What follows belongs to an exercise in optimizing a design on an open flow for small area; a production flow would make more cautious choices.
Where RTL was checked, it was by simulation tests only, not by an equivalence proof against the original.
No activity file was given, so power comes from the tool's default toggle rates.

==> flow/design.v (excerpt) <==
module sequencer(
    input  logic CLK100MHZ,
    input  logic rst,
    input  logic BTNU, BTND, BTNL, BTNR, BTNC, CPU_RESETN,
    input  logic SW15,SW14,SW13,SW12,SW11,SW10,SW9,SW8,SW7,SW6,SW5,SW4,SW3,SW2,SW1,SW0,
    output logic [15:0] LED,
    output logic LED16_R,
    output logic LED17_R, LED17_G, LED17_B,
    output logic [7:0] AN,
    output logic DP,CG,CF,CE,CD,CC,CB,CA,
    output logic AUD_PWM,
    output logic AUD_SD
);
Size in the first run: roughly 1300 cells after synthesis, ~280 flip-flops, roughly 62 I/O pins.
export LEC_CHECK = 0
export ABC_AREA = 1
export CAP_MARGIN = 20
export CORE_AREA = 8 8 157 157
export DIE_AREA = 0 0 165 165
export SLEW_MARGIN = 20
create_clock -name core_clock -period 10.0 [get_ports {CLK100MHZ}]
standard.sh (not shown) runs the stock make flow with config.mk's settings and CLKGATE_MAP_FILE= SYNTH_SCRIPT=/design/flow/synth_recipe.tcl, a recipe that flattens the netlist after the stock synthesis.
==> flow/flow/run.sh <==
#!/bin/bash
# Own layout flow: the standard flow (standard.sh: the standard synthesis script and ORFS's
# make targets) with three changes:
# - ABC maps the combinational logic for area (resyn2 twice, &deepsyn, &dch -f, &nf) instead of ORFS's
#   area script (dch; map -B 0.9; buffer).  It runs after the flip-flops are mapped, so the registers,
#   their names and cells are the standard synthesis's.
# - the port buffers are sky130_fd_sc_hd__buf_1 (buffer_ports would pick a larger cell);
# - clock tree synthesis uses the standard arguments, clkbuf_4 buffers, clusters of at most
#   8 sinks, and no dummy loads.
# Every tool's output goes to the ORFS logs under orfs/logs and to make_finish.log here.
set -euo pipefail
work=$(pwd)
rm -rf "$work/scripts_local"
cp -r "$FLOW_HOME/scripts" "$work/scripts_local"
cat > "$work/scripts_local/abc_area.script" <<'ABC'
strash
balance; rewrite; refactor; balance; rewrite; rewrite -z; balance; refactor -z; rewrite -z; balance
balance; rewrite; refactor; balance; rewrite; rewrite -z; balance; refactor -z; rewrite -z; balance
&get -n
&dch -f
&nf -R 1000
&put
topo
ABC
bash standard.sh \
  "SCRIPTS_DIR=$work/scripts_local" \
  "BUFFER_PORTS_ARGS=-buffer_cell sky130_fd_sc_hd__buf_1" \
  "CTS_ARGS=-sink_clustering_enable -repair_clock_nets -dont_use_dummy_load -sink_clustering_size 8 -sink_clustering_max_diameter 40 -buf_list sky130_fd_sc_hd__clkbuf_4" \
  finish > make_finish.log 2>&1
==> next run, changes <==
--- a/flow/flow/run.sh
+++ b/flow/flow/run.sh
@@ -18,4 +18,5 @@
 balance; rewrite; refactor; balance; rewrite; rewrite -z; balance; refactor -z; rewrite -z; balance
 &get -n
+&deepsyn -T 30
 &dch -f
 &nf -R 1000
The changed run finished clean.
Die area does not change.
Final area drops by 1.7%.
Wire length came out higher by 1.5%.
Total power goes down by 1.8%.
Clock skew hardly moves.
Sequential power drops by about 4%.
Utilization decreases by 1.0 points.
Hold slack is better by 9.0 ps.
Combinational power goes up by 17%.
==> next run, changes <==
--- a/flow/flow/run.sh
+++ b/flow/flow/run.sh
@@ -6,6 +6,6 @@
 #   their names and cells are the standard synthesis's.
 # - the port buffers are sky130_fd_sc_hd__buf_1 (buffer_ports would pick a larger cell);
-# - clock tree synthesis uses the standard arguments, clkbuf_4 buffers, clusters of at most
-#   8 sinks, and no dummy loads.
+# - clock tree synthesis uses the standard arguments, clkbuf_8 buffers, clusters of at most
+#   15 sinks, and no dummy loads.
 # Every tool's output goes to the ORFS logs under orfs/logs and to make_finish.log here.
 set -euo pipefail
@@ -27,4 +27,4 @@
   "SCRIPTS_DIR=$work/scripts_local" \
   "BUFFER_PORTS_ARGS=-buffer_cell sky130_fd_sc_hd__buf_1" \
-  "CTS_ARGS=-sink_clustering_enable -repair_clock_nets -dont_use_dummy_load -sink_clustering_size 8 -sink_clustering_max_diameter 40 -buf_list sky130_fd_sc_hd__clkbuf_4" \
+  "CTS_ARGS=-sink_clustering_enable -repair_clock_nets -dont_use_dummy_load -sink_clustering_size 15 -sink_clustering_max_diameter 60 -buf_list sky130_fd_sc_hd__clkbuf_8" \
   finish > make_finish.log 2>&1
--- a/flow/config.mk
+++ b/flow/config.mk
@@ -8,5 +8,8 @@
 export ABC_AREA = 1
 export CAP_MARGIN = 20
-export CORE_AREA = 8 8 157 157
-export DIE_AREA = 0 0 165 165
+export CORE_AREA = 10 10 190 190
+export CTS_BUF_LIST = sky130_fd_sc_hd__clkbuf_8
+export CTS_CLUSTER_DIAMETER = 60
+export CTS_CLUSTER_SIZE = 15
+export DIE_AREA = 0 0 200 200
 export SLEW_MARGIN = 20
Effect: Area after synthesis is unchanged. Synthesized cell count stays the same. Cell count came out higher by 8.2%.
Function was not checked in any run of this note: the RTL went through the layout flow alone.

========
Setup of raven:
sequencer, a different RTL version from the one above (not shown whole).
Size: ~1800 cells after synthesis, about 62 I/O pins.
Settings: LEC_CHECK=0, ABC_AREA=1, CAP_MARGIN=20, CORE_AREA=10 10 190 190, CTS_BUF_LIST=sky130_fd_sc_hd__clkbuf_4, DIE_AREA=0 0 200 200, SLEW_MARGIN=20; clock period 10.0 ns.
run.sh (not shown) runs the stock make flow with config.mk's settings and CLKGATE_MAP_FILE= SYNTH_SCRIPT=/design/flow/synth_recipe.tcl, a recipe that flattens the netlist after the stock synthesis.
Stock flow here: none of the scripts above is used.
raven finished end to end and its layout was clean on timing, DRC and antenna.
#### Input delta (indigo over raven)
# raven
export LEC_CHECK = 0
export ABC_AREA = 1
export CAP_MARGIN = 20
export CORE_AREA = 10 10 190 190
export CTS_BUF_LIST = sky130_fd_sc_hd__clkbuf_4
export DIE_AREA = 0 0 200 200
export SLEW_MARGIN = 20
create_clock -name core_clock -period 10.0 [get_ports {CLK100MHZ}]
# indigo
export LEC_CHECK = 0
export ABC_AREA = 1
export CAP_MARGIN = 20
export CORE_AREA = 10 10 320 320
export DIE_AREA = 0 0 330 330
export SLEW_MARGIN = 20
create_clock -name core_clock -period 10.0 [get_ports {CLK100MHZ}]
Findings:
Final instance area: indigo vs raven up 0.0012 mm^2
indigo: register share of the cell area lower than raven
Re routing usage on met3: raven and indigo aren't equal, and the higher value belongs to raven.
The setup slack in indigo sits 160 ps below the value recorded for raven.
Diff raven -> indigo: cell count now sits higher; clock transition at the registers of the reported paths now sits at about the same level.
Weighted congestion at the end of routability-driven global placement, raven and indigo: smaller value in indigo
Setup changes, indigo to amber
# indigo
export LEC_CHECK = 0
export ABC_AREA = 1
export CAP_MARGIN = 20
export CORE_AREA = 10 10 320 320
export DIE_AREA = 0 0 330 330
export SLEW_MARGIN = 20
create_clock -name core_clock -period 10.0 [get_ports {CLK100MHZ}]
# amber
export LEC_CHECK = 0
export ABC_AREA = 1
export CAP_MARGIN = 20
export CORE_AREA = 10 10 190 190
export CTS_BUF_LIST = sky130_fd_sc_hd__clkbuf_8
export CTS_CLUSTER_DIAMETER = 60
export CTS_CLUSTER_SIZE = 15
export DIE_AREA = 0 0 200 200
export SLEW_MARGIN = 20
create_clock -name core_clock -period 10.0 [get_ports {CLK100MHZ}]
==> run notes <==
- Per the comparison of amber with indigo, pin slew with the least headroom to its limit decreased 74 ps, final cell count without fillers decreased 840.
- Compared with indigo, amber shows a achievable clock frequency that is about 2.1% higher.
- amber finished every step from synthesis to the final layout, and the layout passed the timing, design-rule and antenna checks.
- The run with more routed wire is indigo, not amber.
- Setup slack improves in amber relative to indigo.
- Group drawing the most power: clock -> indigo, registers -> amber
- When the final numbers for indigo and amber were put side by side, the share of power burned in the clock network turned out to be smaller in amber.
- Part of the power in combinational logic (amber over indigo): increase, 0.8 points
Modified inputs, ember compared to amber
# amber
export LEC_CHECK = 0
export ABC_AREA = 1
export CAP_MARGIN = 20
export CORE_AREA = 10 10 190 190
export CTS_BUF_LIST = sky130_fd_sc_hd__clkbuf_8
export CTS_CLUSTER_DIAMETER = 60
export CTS_CLUSTER_SIZE = 15
export DIE_AREA = 0 0 200 200
export SLEW_MARGIN = 20
create_clock -name core_clock -period 10.0 [get_ports {CLK100MHZ}]
# ember
export LEC_CHECK = 0
export ABC_AREA = 1
export CAP_MARGIN = 20
export CORE_AREA = 10 10 190 190
export CTS_BUF_LIST = sky130_fd_sc_hd__clkbuf_4 sky130_fd_sc_hd__clkbuf_8
export CTS_CLUSTER_DIAMETER = 50
export CTS_CLUSTER_SIZE = 10
export DIE_AREA = 0 0 200 200
export SLEW_MARGIN = 20
create_clock -name core_clock -period 10.0 [get_ports {CLK100MHZ}]
--- outcome ---
As far as worst setup slack is concerned, ember and amber perform about the same. Diff amber -> ember: headroom to the max-slew limit held steady, synthesis-to-finish area growth has increased, required arrival time at the worst endpoint shrank by 60 ps. Clock group total power in ember is about 14% above amber. [compare] base=amber new=ember: cell area picked up an extra 140 um^2, global routing met3 resource utilization picked up an extra 0.40 points, register share of total power lost 2.9 points. ember has depth of the CTS H-tree above what amber had.
No functional check of the RTL was part of any run of this note.

========
sequencer, a different RTL version from the one above (not shown whole).
Size: ~1,300 cells after synthesis, roughly 270 flip-flops.
clock: 10.0 ns
lec_check: 0
abc_area: 1
cap_margin: 20
core_area: 8 8 157 157
die_area: 0 0 165 165
slew_margin: 20
standard.sh (not shown) runs the stock make flow with config.mk's settings and CLKGATE_MAP_FILE= SYNTH_SCRIPT=/design/flow/synth_recipe.tcl, a recipe that flattens the netlist after the stock synthesis.
==> flow/flow/run.sh <==
#!/bin/bash
# Own layout flow: the standard flow (standard.sh: the standard synthesis script and ORFS's
# make targets) with three changes:
# - ABC maps the combinational logic for area (resyn2 twice, &deepsyn, &dch -f, &nf) instead of ORFS's
#   area script (dch; map -B 0.9; buffer).  It runs after the flip-flops are mapped, so the registers,
#   their names and cells are the standard synthesis's.
# - the port buffers are sky130_fd_sc_hd__buf_1 (buffer_ports would pick a larger cell);
# - clock tree synthesis uses the standard arguments, clkbuf_4 buffers, clusters of at most
#   8 sinks, and no dummy loads.
# Every tool's output goes to the ORFS logs under orfs/logs and to make_finish.log here.
set -euo pipefail
work=$(pwd)
rm -rf "$work/scripts_local"
cp -r "$FLOW_HOME/scripts" "$work/scripts_local"
cat > "$work/scripts_local/abc_area.script" <<'ABC'
strash
balance; rewrite; refactor; balance; rewrite; rewrite -z; balance; refactor -z; rewrite -z; balance
balance; rewrite; refactor; balance; rewrite; rewrite -z; balance; refactor -z; rewrite -z; balance
&get -n
&deepsyn -T 30
&dch -f
&nf -R 1000
&put
topo
ABC
bash standard.sh \
  "SCRIPTS_DIR=$work/scripts_local" \
  "BUFFER_PORTS_ARGS=-buffer_cell sky130_fd_sc_hd__buf_1" \
  "CTS_ARGS=-sink_clustering_enable -repair_clock_nets -dont_use_dummy_load -sink_clustering_size 8 -sink_clustering_max_diameter 40 -buf_list sky130_fd_sc_hd__clkbuf_4" \
  finish > make_finish.log 2>&1
Then changed:
--- a/flow/flow/run.sh
+++ b/flow/flow/run.sh
@@ -4 +4 @@
-# - ABC maps the combinational logic for area (resyn2 twice, &deepsyn, &dch -f, &nf) instead of ORFS's
+# - ABC maps the combinational logic for area (resyn2 twice, &dch -f, &nf) instead of ORFS's
@@ -8,2 +8,2 @@
-# - clock tree synthesis uses the standard arguments, clkbuf_4 buffers, clusters of at most
-#   8 sinks, and no dummy loads.
+# - clock tree synthesis uses the standard arguments, clkbuf_8 buffers, clusters of at most
+#   15 sinks, and no dummy loads.
@@ -20 +19,0 @@
-&deepsyn -T 30
@@ -29 +28 @@
-  "CTS_ARGS=-sink_clustering_enable -repair_clock_nets -dont_use_dummy_load -sink_clustering_size 8 -sink_clustering_max_diameter 40 -buf_list sky130_fd_sc_hd__clkbuf_4" \
+  "CTS_ARGS=-sink_clustering_enable -repair_clock_nets -dont_use_dummy_load -sink_clustering_size 15 -sink_clustering_max_diameter 60 -buf_list sky130_fd_sc_hd__clkbuf_8" \
CORE_AREA = 10 10 190 190   (was 8 8 157 157)
CTS_BUF_LIST = sky130_fd_sc_hd__clkbuf_8   (was unset)
CTS_CLUSTER_DIAMETER = 60   (was unset)
CTS_CLUSTER_SIZE = 15   (was unset)
DIE_AREA = 0 0 200 200   (was 0 0 165 165)
Effect: The new run went through all stages and came out clean. Power came out higher by 3.8%. Design area rose by 5.2%. Routed wire length goes up by 2.2%. Critical path depth came out higher by 3. Sequential share of layout area drops by 2.1 points. Final cell count rose by 9.7%.
Then changed:
--- a/flow/flow/run.sh
+++ b/flow/flow/run.sh
@@ -4 +4 @@
-# - ABC maps the combinational logic for area (resyn2 twice, &dch -f, &nf) instead of ORFS's
+# - ABC maps the combinational logic for area (resyn2 twice, &deepsyn, &dch -f, &nf) instead of ORFS's
@@ -19,0 +20 @@
+&deepsyn -T 30
CORE_AREA = 6 6 144 144   (was 10 10 190 190)
CTS_BUF_LIST = unset   (was sky130_fd_sc_hd__clkbuf_8)
CTS_CLUSTER_DIAMETER = unset   (was 60)
CTS_CLUSTER_SIZE = unset   (was 15)
DIE_AREA = 0 0 150 150   (was 0 0 200 200)
PLACE_DENSITY = 0.8   (was unset)
- design area goes down by a few percent
- sequential power decreases by a few percent
- worst setup slack is better by 0.027 ns
- cell count decreases by roughly a tenth
- global-route usage went up by 11 points
- via count increases slightly
- die area came out lower by well over a third
- core utilization is higher by 28 points
- wire length falls slightly
- maximum frequency stays flat
- clock-buffer cell count went down by 2
Then changed:
--- a/flow/flow/run.sh
+++ b/flow/flow/run.sh
@@ -29 +29 @@
-  "CTS_ARGS=-sink_clustering_enable -repair_clock_nets -dont_use_dummy_load -sink_clustering_size 15 -sink_clustering_max_diameter 60 -buf_list sky130_fd_sc_hd__clkbuf_8" \
+  "CTS_ARGS=-sink_clustering_enable -repair_clock_nets -dont_use_dummy_load -sink_clustering_size 8 -sink_clustering_max_diameter 40 -buf_list sky130_fd_sc_hd__clkbuf_4" \
CORE_AREA = 10 10 190 190   (was 6 6 144 144)
CTS_BUF_LIST = sky130_fd_sc_hd__clkbuf_8   (was unset)
CTS_CLUSTER_DIAMETER = 60   (was unset)
CTS_CLUSTER_SIZE = 15   (was unset)
DIE_AREA = 0 0 200 200   (was 0 0 150 150)
PLACE_DENSITY = unset   (was 0.8)
The new run completed without violations.
Power came out higher by about 2%.
Fmax is about the same.
Register-to-register slack improves by 0.02 ns.
Count of clock-buffer cells in the layout grows by 22.
Then changed:
CORE_AREA = 8 8 157 157   (was 10 10 190 190)
CTS_BUF_LIST = unset   (was sky130_fd_sc_hd__clkbuf_8)
CTS_CLUSTER_DIAMETER = unset   (was 60)
CTS_CLUSTER_SIZE = unset   (was 15)
DIE_AREA = 0 0 165 165   (was 0 0 200 200)
The changed run passed the timing, design-rule and antenna checks.
Count of clock-buffer cells in the layout goes down by 3.
Setup slack gets worse by 0.033 ns.
Routed wire length goes down by 6.3%.
Power goes down by about 2%.
Non-clock buffer count goes down by 5.
Sequential power barely changes.
Hold slack gets better by 0.0052 ns.

========
sequencer again, from the RTL that the note above started with.
clock: 10.0 ns
lec_check: 0
abc_area: 1
cap_margin: 20
core_area: 8 8 157 157
die_area: 0 0 165 165
slew_margin: 20
==> flow/flow/run.sh <==
#!/bin/bash
# Own layout flow: the standard flow (standard.sh: the standard synthesis script and ORFS's
# make targets) with three changes:
# - ABC maps the combinational logic for area (resyn2 twice, &deepsyn, &dch -f, &nf) instead of ORFS's
#   area script (dch; map -B 0.9; buffer).  It runs after the flip-flops are mapped, so the registers,
#   their names and cells are the standard synthesis's.
# - the port buffers are sky130_fd_sc_hd__buf_1 (buffer_ports would pick a larger cell);
# - clock tree synthesis uses the standard arguments, clkbuf_8 buffers, clusters of at most
#   15 sinks, and no dummy loads.
# Every tool's output goes to the ORFS logs under orfs/logs and to make_finish.log here.
set -euo pipefail
work=$(pwd)
rm -rf "$work/scripts_local"
cp -r "$FLOW_HOME/scripts" "$work/scripts_local"
cat > "$work/scripts_local/abc_area.script" <<'ABC'
strash
balance; rewrite; refactor; balance; rewrite; rewrite -z; balance; refactor -z; rewrite -z; balance
balance; rewrite; refactor; balance; rewrite; rewrite -z; balance; refactor -z; rewrite -z; balance
&get -n
&deepsyn -T 30
&dch -f
&nf -R 1000
&put
topo
ABC
bash standard.sh \
  "SCRIPTS_DIR=$work/scripts_local" \
  "BUFFER_PORTS_ARGS=-buffer_cell sky130_fd_sc_hd__buf_1" \
  "CTS_ARGS=-sink_clustering_enable -repair_clock_nets -dont_use_dummy_load -sink_clustering_size 15 -sink_clustering_max_diameter 60 -buf_list sky130_fd_sc_hd__clkbuf_8" \
  finish > make_finish.log 2>&1
Change:
--- a/flow/flow/run.sh
+++ b/flow/flow/run.sh
@@ -28,3 +28,3 @@
   "BUFFER_PORTS_ARGS=-buffer_cell sky130_fd_sc_hd__buf_1" \
-  "CTS_ARGS=-sink_clustering_enable -repair_clock_nets -dont_use_dummy_load -sink_clustering_size 15 -sink_clustering_max_diameter 60 -buf_list sky130_fd_sc_hd__clkbuf_8" \
+  "CTS_ARGS=-sink_clustering_enable -repair_clock_nets -dont_use_dummy_load -sink_clustering_size 30 -sink_clustering_max_diameter 80 -buf_list sky130_fd_sc_hd__clkbuf_16" \
   finish > make_finish.log 2>&1
- CORE_AREA: 8 8 157 157 -> 10 10 190 190
- CTS_BUF_LIST: unset -> sky130_fd_sc_hd__clkbuf_8
- CTS_CLUSTER_DIAMETER: unset -> 60
- CTS_CLUSTER_SIZE: unset -> 15
- DIE_AREA: 0 0 165 165 -> 0 0 200 200
What happened: Routed wire length rises by 6.2%; combinational power rose by about 0.9%; synthesized cell count is unchanged.
Change:
--- a/flow/flow/run.sh
+++ b/flow/flow/run.sh
@@ -7,4 +7,4 @@
 # - the port buffers are sky130_fd_sc_hd__buf_1 (buffer_ports would pick a larger cell);
-# - clock tree synthesis uses the standard arguments, clkbuf_8 buffers, clusters of at most
-#   15 sinks, and no dummy loads.
+# - clock tree synthesis uses the standard arguments, clkbuf_4 buffers, clusters of at most
+#   8 sinks, and no dummy loads.
 # Every tool's output goes to the ORFS logs under orfs/logs and to make_finish.log here.
@@ -28,3 +28,3 @@
   "BUFFER_PORTS_ARGS=-buffer_cell sky130_fd_sc_hd__buf_1" \
-  "CTS_ARGS=-sink_clustering_enable -repair_clock_nets -dont_use_dummy_load -sink_clustering_size 30 -sink_clustering_max_diameter 80 -buf_list sky130_fd_sc_hd__clkbuf_16" \
+  "CTS_ARGS=-sink_clustering_enable -repair_clock_nets -dont_use_dummy_load -sink_clustering_size 8 -sink_clustering_max_diameter 40 -buf_list sky130_fd_sc_hd__clkbuf_4" \
   finish > make_finish.log 2>&1
- CAP_MARGIN: 20 -> 0
- CORE_AREA: 10 10 190 190 -> 8 8 157 157
- CTS_BUF_LIST: sky130_fd_sc_hd__clkbuf_8 -> unset
- CTS_CLUSTER_DIAMETER: 60 -> unset
- CTS_CLUSTER_SIZE: 15 -> unset
- DIE_AREA: 0 0 200 200 -> 0 0 165 165
- SLEW_MARGIN: 20 -> 0
After rerunning: Clock skew went up by 43 ps. Core utilization went up by 18 points. Design area went down by a few percent. Via count went up by a few percent. Maximum frequency went down slightly.

-- port drivers added, routing unchanged --
Ports are ideal in the flow. The routed layouts listed here were re-timed in OpenROAD.
Step 1, drivers: a clkbuf_16 drives CLK100MHZ and a buf_2 each remaining input, both assumed.
Step 2, shift: input delay + t, output delay - t, t = (earliest + latest rising clock arrival at the registers) / 2. This alone moves slack from input paths to output paths.
Slacks: ideal ports / drivers / drivers and shift; pairs: ideal ports / drivers.
| run | t (ns) | slack for setup (ns) | hold slack, ns | clock arrival spread, ns |
|---|---|---|---|---|
| the first run of note 1 | 0.619 | 0.612 / 0.612 / 0.612 | 0.289 / 0.289 / 0.289 | 0.106 / 0.106 |
| the second run of note 1 | 0.652 | 0.603 / 0.603 / 0.603 | 0.298 / 0.298 / 0.298 | 0.104 / 0.104 |
| the third run of note 1 | 0.554 | 0.674 / 0.674 / 0.674 | 0.309 / 0.309 / 0.309 | 0.056 / 0.055 |
| raven | 0.686 | 0.954 / 0.954 / 0.954 | 0.295 / 0.295 / 0.295 | 0.042 / 0.042 |
| indigo | 0.621 | 0.795 / 0.795 / 0.795 | 0.324 / 0.324 / 0.324 | 0.059 / 0.059 |
| amber | 0.633 | 0.988 / 0.988 / 0.988 | 0.303 / 0.303 / 0.303 | 0.053 / 0.053 |
| ember | 0.579 | 0.985 / 0.985 / 0.985 | 0.308 / 0.308 / 0.308 | 0.034 / 0.034 |
| the first run of note 3 | 0.631 | 0.563 / 0.563 / 0.563 | 0.287 / 0.287 / 0.287 | 0.109 / 0.109 |
| the second run of note 3 | 0.561 | 0.544 / 0.544 / 0.544 | 0.225 / 0.225 / 0.225 | 0.120 / 0.120 |
| the third run of note 3 | 0.547 | 0.572 / 0.572 / 0.572 | 0.275 / 0.275 / 0.275 | 0.119 / 0.119 |
| the fourth run of note 3 | 0.686 | 0.596 / 0.596 / 0.596 | 0.282 / 0.282 / 0.282 | 0.101 / 0.101 |
| the fifth run of note 3 | 0.631 | 0.563 / 0.563 / 0.563 | 0.287 / 0.287 / 0.287 | 0.109 / 0.109 |
| the first run of note 4 | 0.564 | 0.642 / 0.642 / 0.642 | 0.280 / 0.280 / 0.280 | 0.084 / 0.084 |
| the second run of note 4 | 0.523 | 0.671 / 0.671 / 0.671 | 0.323 / 0.323 / 0.323 | 0.064 / 0.064 |
| the third run of note 4 | 0.631 | 0.563 / 0.563 / 0.563 | 0.287 / 0.287 / 0.287 | 0.109 / 0.109 |
After both steps every run listed still meets setup and hold.
